Background: an optimization exercise with open tools, aiming at a short achievable clock period and few clock cycles. Do not read the settings as production practice. The RTL was checked by simulation tests, not by an equivalence proof against the original design. Power figures rest on the tool's default switching activity, not on a simulated workload.

==> willow: inputs <==
## singal_cpu
module singal_cpu(input wire clk_cpu,
                  input wire reset,
                  input wire [4:0] reg_num,
                  input wire [31:0] inst_in,
                  input wire [31:0] mem_data_out,
                  output [31:0] pc_out,
                  output [31:0] register,
                  output mem_w,
                  output [31:0] Addr_out,
                  output [31:0] Data_out
    );
reg  [9:0]  PC_lo;
reg  [1:0]  PC_b;
reg  [19:0] HREG, R_hi, R31h;
reg  [15:0] KI;
reg         Hv;                    
reg         K_red, K_lu, K_j, K_br, K_jr, Kc_inc, Kc_br;
reg  [9:0]  PCo_lo;                
reg  [1:0]  PCo_b;
reg  [19:0] PCo_hi;
reg  [31:0] rf [1:31];
reg  [31:1] rv;                    
reg         E_kill;                
reg  [4:0]  E_rd;
reg         E_load, E_store, E_br, E_jr;
reg  [31:0] E_ca0, E_ca1, E_ca2, E_ca3, E_cb0, E_cb1, E_cb2, E_cb3;
reg         E_sa_M, E_sa_W, E_sb_M, E_sb_W, E_s2_M, E_s2_W, E_s2_i, E_sr_M, E_sr_W;
reg  [3:0]  E_sa_c, E_sb_c, E_s2_c, E_sr_c;
reg  [31:0] E_imm;
reg         E_jrok;                 
reg  [9:0]  E_loinc;
reg  [1:0]  E_b;
reg         E_cinc, E_jal;
reg  [4:0]  E_sh;
reg         E_sub;
reg         E_s_sum, E_s_and, E_s_or, E_s_slt, E_s_srl, E_s_lui;
reg         E_bne, E_predT;
reg  [4:0]  M_rd;
  ...
==> flow/config.mk <==
export PLATFORM = sky130hd
export DESIGN_NAME = singal_cpu
export DESIGN_NICKNAME = singal_cpu
export VERILOG_FILES = /design/flow/design.v
export SDC_FILE = /design/flow/constraint.sdc
export NUM_CORES = 8
export LEC_CHECK = 0
export ABC_CLOCK_PERIOD_IN_PS = 1000
export CAP_MARGIN = 30
export CORE_MARGIN = 2
export CORE_UTILIZATION = 55
export CTS_CLUSTER_DIAMETER = 70
export CTS_CLUSTER_SIZE = 25
export PLACE_DENSITY = 0.68
export SETUP_SLACK_MARGIN = 5
export SLEW_MARGIN = 20
export SYNTH_HIERARCHICAL = 1
==> flow/constraint.sdc <==
create_clock -name core_clock -period 14.0 [get_ports {clk_cpu}]
set_input_delay 2.8000 -clock core_clock [delete_from_list [all_inputs] [get_ports {clk_cpu}]]
set_output_delay 2.8000 -clock core_clock [all_outputs]
set_load 0.01 [all_outputs]
standard.sh (not shown) runs the stock make flow with config.mk's settings and CLKGATE_MAP_FILE= SYNTH_SCRIPT=/design/flow/synth_recipe.tcl, a recipe that flattens the netlist after the stock synthesis.
==> flow/flow/run.sh <==
#!/bin/bash
set -o pipefail
bash standard.sh SETUP_SLACK_MARGIN=10 PRE_GLOBAL_ROUTE_TCL="$PWD/flow/rc13.tcl" finish > flow_standard.log 2>&1
==> flow/flow/rc13.tcl <==
# timing repair against wire parasitics 30% above the platform's estimate
set f 1.3
set_layer_rc -layer li1 -capacitance [expr {1.499e-04*$f}] -resistance [expr {7.176e-02*$f}]
set_layer_rc -layer met1 -capacitance [expr {1.72375E-04*$f}] -resistance [expr {8.929e-04*$f}]
set_layer_rc -layer met2 -capacitance [expr {1.36233E-04*$f}] -resistance [expr {8.929e-04*$f}]
set_layer_rc -layer met3 -capacitance [expr {2.14962E-04*$f}] -resistance [expr {1.567e-04*$f}]
set_layer_rc -layer met4 -capacitance [expr {1.48128E-04*$f}] -resistance [expr {1.567e-04*$f}]
set_layer_rc -layer met5 -capacitance [expr {1.54087E-04*$f}] -resistance [expr {1.781e-05*$f}]
set_wire_rc -signal -layer met1
set_wire_rc -clock -layer met3
==> sierra (differences from willow) <==
--- a/flow/design.v
+++ b/flow/design.v
@@ -355,12 +355,11 @@
 reg  [4:0]  E_rd;
 reg         E_load, E_store, E_br, E_jr;
 reg  [31:0] E_ca0, E_ca1, E_ca2, E_ca3, E_cb0, E_cb1, E_cb2, E_cb3;
 reg         E_sa_M, E_sa_W, E_sb_M, E_sb_W, E_s2_M, E_s2_W, E_s2_i, E_sr_M, E_sr_W;
 reg  [3:0]  E_sa_c, E_sb_c, E_s2_c, E_sr_c;
-reg  [31:0] E_imm;
-reg         E_jrok;                 
+reg  [31:0] E_imm, E_luiv, E_jrp;
 reg  [9:0]  E_loinc;
 reg  [1:0]  E_b;
 reg         E_cinc, E_jal;
 reg  [4:0]  E_sh;
 reg         E_sub;
@@ -393,31 +392,29 @@
 wire [4:0]  E_rdv = E_kill ? 5'd0 : E_rd;
 wire [31:0] ex_res, sum, B, redirect_pc, E_const;
 wire        redirect;
 wire [31:0] A, pc4;
 sc_tgt u_tgt(.hreg(HREG), .cinc(E_cinc), .loinc(E_loinc), .pcb(E_b), .imm(E_imm),
-             .jal(E_jal), .luiv({E_imm[15:0], 16'h0000}), .A(A), .jr(E_jr), .predT(E_predT),
+             .jal(E_jal), .luiv(E_luiv), .A(A), .jr(E_jr), .predT(E_predT),
              .pc4(pc4), .e_const(E_const), .redirect_pc(redirect_pc));
 sc_alu u_alu(.ca0(E_ca0), .ca1(E_ca1), .ca2(E_ca2), .ca3(E_ca3),
              .cb0(E_cb0), .cb1(E_cb1), .cb2(E_cb2), .cb3(E_cb3),
              .sa_M(E_sa_M), .sa_W(E_sa_W), .sa_c(E_sa_c),
              .sr_M(E_sr_M), .sr_W(E_sr_W), .sr_c(E_sr_c),
              .s2_M(E_s2_M), .s2_W(E_s2_W), .s2_c(E_s2_c), .s2_i(E_s2_i),
-             .imm(E_imm), .luiv({E_imm[15:0], 16'h0000}), .sh(E_sh), .sub(E_sub),
+             .imm(E_imm), .luiv(E_luiv), .sh(E_sh), .sub(E_sub),
              .s_sum(E_s_sum), .s_and(E_s_and), .s_or(E_s_or), .s_slt(E_s_slt),
              .s_srl(E_s_srl), .s_lui(E_s_lui), .jal(E_jal), .pc4(pc4),
              .M_res(M_res), .W_val(W_val),
              .A(A), .ex_res(ex_res), .sum(sum));
 sc_brc u_brc(.kill(E_kill), .br(E_br), .jr(E_jr), .bne(E_bne), .predT(E_predT),
              .cb0(E_cb0), .cb1(E_cb1), .cb2(E_cb2), .cb3(E_cb3),
-             .sb_M(E_sb_M), .sb_W(E_sb_W), .sb_c(E_sb_c), .jrok(E_jrok),
+             .sb_M(E_sb_M), .sb_W(E_sb_W), .sb_c(E_sb_c), .jrp(E_jrp),
              .M_res(M_res), .W_val(W_val), .A(A),
              .B(B), .redirect(redirect));
 wire [31:0] r31 = (E_rdv == 5'd31) ? E_const :
                   (M_rd == 5'd31) ? M_res : (rf[31] & {32{rv[31]}});
-wire r31_ok = (inst_in[25:21] == 5'd31) &
-              ((E_rdv == 5'd31) ? (E_jal | E_s_lui) : (M_rd == 5'd31) ? ~M_load : 1'b1);
 wire [9:0]  n_lo, o_lo, lo_inc;
 wire [1:0]  n_b, o_b;
 wire        lu, f_j, f_br, f_jr, c_br, c_inc;
 sc_fnext u_fn(.inst(inst_in), .pc_lo(PC_lo), .pc_b(PC_b), .r31(r31[11:0]),
               .e_rd(E_rd), .e_ld(E_load & ~E_kill),
@@ -427,20 +424,20 @@
               .c_br(c_br), .c_inc(c_inc), .lo_inc(lo_inc));
 wire [4:0]  d_rd, d_sh;
 wire        d_load, d_store, d_br, d_jr, d_bne, d_predT, d_sub, d_jal;
 wire        d_sa_M, d_sa_W, d_sb_M, d_sb_W, d_sr_M, d_sr_W, d_s2_M, d_s2_W, d_s2_i;
 wire [3:0]  d_sa_c, d_sb_c, d_sr_c, d_s2_c;
-wire [31:0] d_imm;
+wire [31:0] d_imm, d_luiv;
 wire        d_s_sum, d_s_and, d_s_or, d_s_slt, d_s_srl, d_s_lui;
 sc_dec u_dec(.inst(inst_in), .e_rdv(E_rdv), .m_rd(M_rd), .rv(rv),
              .rd(d_rd), .load(d_load), .store(d_store), .br(d_br), .jr(d_jr),
              .bne(d_bne), .predT(d_predT), .sub(d_sub), .jal(d_jal), .sh(d_sh),
              .sa_M(d_sa_M), .sa_W(d_sa_W), .sa_c(d_sa_c),
              .sb_M(d_sb_M), .sb_W(d_sb_W), .sb_c(d_sb_c),
              .sr_M(d_sr_M), .sr_W(d_sr_W), .sr_c(d_sr_c),
              .s2_M(d_s2_M), .s2_W(d_s2_W), .s2_c(d_s2_c), .s2_i(d_s2_i),
-             .imm32(d_imm),
+             .imm32(d_imm), .luiv(d_luiv),
              .s_sum(d_s_sum), .s_and(d_s_and), .s_or(d_s_or), .s_slt(d_s_slt),
              .s_srl(d_s_srl), .s_lui(d_s_lui));
 wire [31:0] c_a0, c_a1, c_a2, c_a3, c_b0, c_b1, c_b2, c_b3;
 sc_rfrd u_rf(.rf(rfbus), .ra(inst_in[23:21]), .rb(inst_in[18:16]),
              .a0(c_a0), .a1(c_a1), .a2(c_a2), .a3(c_a3),
@@ -514,17 +511,18 @@
     E_s_or  <= d_s_or;
     E_s_slt <= d_s_slt;
     E_s_srl <= d_s_srl;
     E_s_lui <= d_s_lui;
     E_jal   <= d_jal;
+    E_luiv  <= d_luiv;
     E_sh    <= d_sh;
     E_bne   <= d_bne;
     E_predT <= d_predT;
     E_loinc <= lo_inc;
     E_cinc  <= c_inc;
     E_b     <= PC_b;
-    E_jrok  <= r31_ok;
+    E_jrp   <= r31;
 end
 always @(posedge clk_cpu) begin
     for (i = 1; i < 32; i = i + 1)
         if (M_rd == i) rf[i] <= wval;
 end
@@ -584,11 +582,11 @@
               output bne, output predT, output sub, output jal, output [4:0] sh,
               output sa_M, output sa_W, output [3:0] sa_c,
               output sb_M, output sb_W, output [3:0] sb_c,
               output sr_M, output sr_W, output [3:0] sr_c,
               output s2_M, output s2_W, output [3:0] s2_c, output s2_i,
-              output [31:0] imm32,
+              output [31:0] imm32, output [31:0] luiv,
               output s_sum, output s_and, output s_or, output s_slt,
               output s_srl, output s_lui);
 wire [5:0]  op = inst[31:26];
 wire [5:0]  fn = inst[5:0];
 wire [4:0]  rs = inst[25:21];
@@ -646,10 +644,11 @@
 assign s2_M = fb_M & ~useimm;
 assign s2_W = fb_W & ~useimm;
 assign s2_c = {4{fb_R & ~useimm}} & cb_hot;
 assign s2_i = useimm;
 assign imm32 = (d_andi | d_ori) ? {16'h0000, imm} : {{16{imm[15]}}, imm};
+assign luiv  = {imm, 16'h0000};
 assign s_sum = d_add | d_sub | d_addi | d_lw | d_sw;
 assign s_and = d_and | d_andi;
 assign s_or  = d_or | d_ori;
 assign s_slt = d_slt | d_slti;
 assign s_srl = d_srl;
@@ -716,17 +715,17 @@
                   ({32{jal}}   & pc4);
 assign ex_res = s_sum ? sum : oth;
 endmodule
 module sc_brc(input kill, input br, input jr, input bne, input predT,
               input [31:0] cb0, input [31:0] cb1, input [31:0] cb2, input [31:0] cb3,
-              input sb_M, input sb_W, input [3:0] sb_c, input jrok,
+              input sb_M, input sb_W, input [3:0] sb_c, input [31:0] jrp,
               input [31:0] M_res, input [31:0] W_val, input [31:0] A,
               output [31:0] B, output redirect);
 assign B = ({32{sb_M}} & M_res) | ({32{sb_W}} & W_val) |
            ({32{sb_c[0]}} & cb0) | ({32{sb_c[1]}} & cb1) |
            ({32{sb_c[2]}} & cb2) | ({32{sb_c[3]}} & cb3);
 wire eq     = (A == B);
 wire taken  = bne ? ~eq : eq;
 wire mis_br = br & (taken != predT);
-wire mis_jr = jr & ~jrok;
+wire mis_jr = jr & (A != jrp);
 assign redirect = ~kill & (mis_br | mis_jr);
 endmodule
- CTS_CLUSTER_DIAMETER: 70 -> not set
- CTS_CLUSTER_SIZE: 25 -> not set
==> pepper (differences from willow) <==
==> flow/flow/run.sh (replaced) <==
#!/bin/bash
# Standard ORFS layout (the standard.sh, unchanged synthesis), with changes only to how
# timing repair works:
#  - in global routing it repairs against wire parasitics 30% above the platform's
#    estimate (flow/rc13.tcl), and then repairs once more against parasitics 50% above
#    it (flow/post_grt_repair.tcl), so that paths with long wires keep their timing once
#    the routed layout is extracted.
set -o pipefail
F="$PWD/flow"
bash standard.sh SETUP_SLACK_MARGIN=10 PRE_GLOBAL_ROUTE_TCL="$F/rc13.tcl" \
  POST_GLOBAL_ROUTE_TCL="$F/post_grt_repair.tcl" finish > flow_standard.log 2>&1
==> flow/flow/post_grt_repair.tcl (new file) <==
# A second timing repair after global routing, against wire parasitics 50% above the
# platform's estimate, then the changed nets are routed again and the guides rewritten.
global_route -start_incremental
source [file join [file dirname [info script]] rc15.tcl]
estimate_parasitics -global_routing
repair_timing -setup -setup_margin 10 -repair_tns 100 -verbose
detailed_placement
global_route -end_incremental
estimate_parasitics -global_routing
write_guides $::env(RESULTS_DIR)/route.guide
==> flow/flow/rc15.tcl (new file) <==
# timing repair against wire parasitics 50% above the platform's estimate
set f 1.5
set_layer_rc -layer li1 -capacitance [expr {1.499e-04*$f}] -resistance [expr {7.176e-02*$f}]
set_layer_rc -layer met1 -capacitance [expr {1.72375E-04*$f}] -resistance [expr {8.929e-04*$f}]
set_layer_rc -layer met2 -capacitance [expr {1.36233E-04*$f}] -resistance [expr {8.929e-04*$f}]
set_layer_rc -layer met3 -capacitance [expr {2.14962E-04*$f}] -resistance [expr {1.567e-04*$f}]
set_layer_rc -layer met4 -capacitance [expr {1.48128E-04*$f}] -resistance [expr {1.567e-04*$f}]
set_layer_rc -layer met5 -capacitance [expr {1.54087E-04*$f}] -resistance [expr {1.781e-05*$f}]
set_wire_rc -signal -layer met1
set_wire_rc -clock -layer met3
==> harbor (differences from willow) <==
==> flow/flow/run.sh (replaced) <==
#!/bin/bash
# Standard ORFS layout (the standard.sh, unchanged synthesis), with changes only to how
# timing repair works:
#  - in global routing it repairs against wire parasitics 30% above the platform's
#    estimate (flow/rc13.tcl), and then repairs once more against parasitics 50% above
#    it (flow/post_grt_repair.tcl), so that paths with long wires keep their timing once
#    the routed layout is extracted.
set -o pipefail
F="$PWD/flow"
bash standard.sh SETUP_SLACK_MARGIN=10 PRE_GLOBAL_ROUTE_TCL="$F/rc13.tcl" \
  POST_GLOBAL_ROUTE_TCL="$F/post_grt_repair.tcl" finish > flow_standard.log 2>&1
==> flow/flow/post_grt_repair.tcl (new file) <==
# A second timing repair after global routing, against wire parasitics 50% above the
# platform's estimate, then the changed nets are routed again and the guides rewritten.
global_route -start_incremental
source [file join [file dirname [info script]] rc15.tcl]
estimate_parasitics -global_routing
repair_timing -setup -setup_margin 10 -repair_tns 100 -verbose
detailed_placement
global_route -end_incremental
estimate_parasitics -global_routing
write_guides $::env(RESULTS_DIR)/route.guide
==> flow/flow/rc15.tcl (new file) <==
# timing repair against wire parasitics 50% above the platform's estimate
set f 1.5
set_layer_rc -layer li1 -capacitance [expr {1.499e-04*$f}] -resistance [expr {7.176e-02*$f}]
set_layer_rc -layer met1 -capacitance [expr {1.72375E-04*$f}] -resistance [expr {8.929e-04*$f}]
set_layer_rc -layer met2 -capacitance [expr {1.36233E-04*$f}] -resistance [expr {8.929e-04*$f}]
set_layer_rc -layer met3 -capacitance [expr {2.14962E-04*$f}] -resistance [expr {1.567e-04*$f}]
set_layer_rc -layer met4 -capacitance [expr {1.48128E-04*$f}] -resistance [expr {1.567e-04*$f}]
set_layer_rc -layer met5 -capacitance [expr {1.54087E-04*$f}] -resistance [expr {1.781e-05*$f}]
set_wire_rc -signal -layer met1
set_wire_rc -clock -layer met3
- CORE_UTILIZATION: 55 -> 60
- PLACE_DENSITY: 0.68 -> 0.72
==> qor summary <==
GR Util All Layers: willow 48.3%; pepper 48.3%; sierra 49.1%; harbor 54.7%
Result of the run: willow finished clean; pepper finished clean; sierra finished clean; harbor finished clean
Detailed-routed wire length on met2: willow 155000 µm; pepper 157000 µm; sierra 164000 µm; harbor 160000 µm
Cell Rows: willow 144; pepper 144; sierra 145; harbor 138
Global-route wire length before repair: willow 528000 µm; pepper 528000 µm; sierra 545000 µm; harbor 546000 µm
Fraction of the mapped netlist area in adder cells: willow 1.57%; pepper 1.57%; sierra 1.55%; harbor 1.57%
Reg-to-reg critical path endpoint: willow M_res[30]; pepper M_res[30]; sierra PCo_lo[2]; harbor M_res[28]
Share of the core filled with cells: willow 64.8%; pepper 66.0%; sierra 65.6%; harbor 72.0%
Number of clock sinks: willow 1700; pepper 1700; sierra 1743; harbor 1700
Power Total: willow 0.0143 W; pepper 0.0145 W; sierra 0.0160 W; harbor 0.0146 W
# nets final: willow 6885; pepper 6975; sierra 6968; harbor 6988
Non-clock buffer area fraction after layout: willow 7.30%; pepper 8.22%; sierra 6.63%; harbor 8.49%
Pre-CTS setup slack: willow 6890 ps; pepper 6890 ps; sierra 7800 ps; harbor 7280 ps
Final worst hold slack: willow 403 ps; pepper 402 ps; sierra 427 ps; harbor 453 ps
End of the worst hold path: willow E_b[1]; pepper E_b[1]; sierra E_b[0]; harbor E_b[0]
Post-synthesis sequential area ratio: willow 51.7%; pepper 51.7%; sierra 51.9%; harbor 51.7%
Syn-to-layout area delta: willow 16.8%; pepper 19.1%; sierra 18.2%; harbor 19.1%
Clock-cell share of area: willow 4.06%; pepper 3.98%; sierra 6.22%; harbor 3.93%
DR iter-0 viols: willow 16300; pepper 16900; sierra 15500; harbor 17900
Testbench counts of willow, summed over its fixed seeds: cycles 179,482.
Testbench counts of sierra, summed over its fixed seeds: cycles 179,482.
Testbench counts of pepper, summed over its fixed seeds: cycles 179,482.
Testbench counts of harbor, summed over its fixed seeds: cycles 179,482.

separate check: timing with driven ports:
How much do the figures lean on ideal ports? The routed layouts below were timed once more, with nothing changed but the port constraints. Step 1, drivers: a clkbuf_16 drives clk_cpu and a buf_2 each remaining input, both assumed. Step 2, shift: input delay + t, output delay - t, t = (earliest + latest rising clock arrival at the registers) / 2. This alone moves slack from input paths to output paths. Three values: ideal ports, drivers, drivers and shift; two values: the first two.
run | shift t [ns] | setup WS [ns] | worst hold slack (ns) | worst setup path at the end | cell pins on the clock port's net
willow | 0.905 | 9.849 / 9.765 / 8.882 | 0.403 / 0.403 / 0.403 | input to register | 1
sierra | 0.940 | 9.860 / 9.765 / 8.957 | 0.427 / 0.427 / 0.427 | input to register | 1
pepper | 0.905 | 9.846 / 9.762 / 8.884 | 0.402 / 0.402 / 0.402 | input to register | 1
harbor | 0.908 | 9.892 / 9.800 / 8.891 | 0.453 / 0.453 / 0.453 | input to register | 1
After both steps setup and hold are still met in every run listed. The setup slack of harbor, which loses most, moves by -0.092 ns with the drivers and by -1.001 ns with both steps.
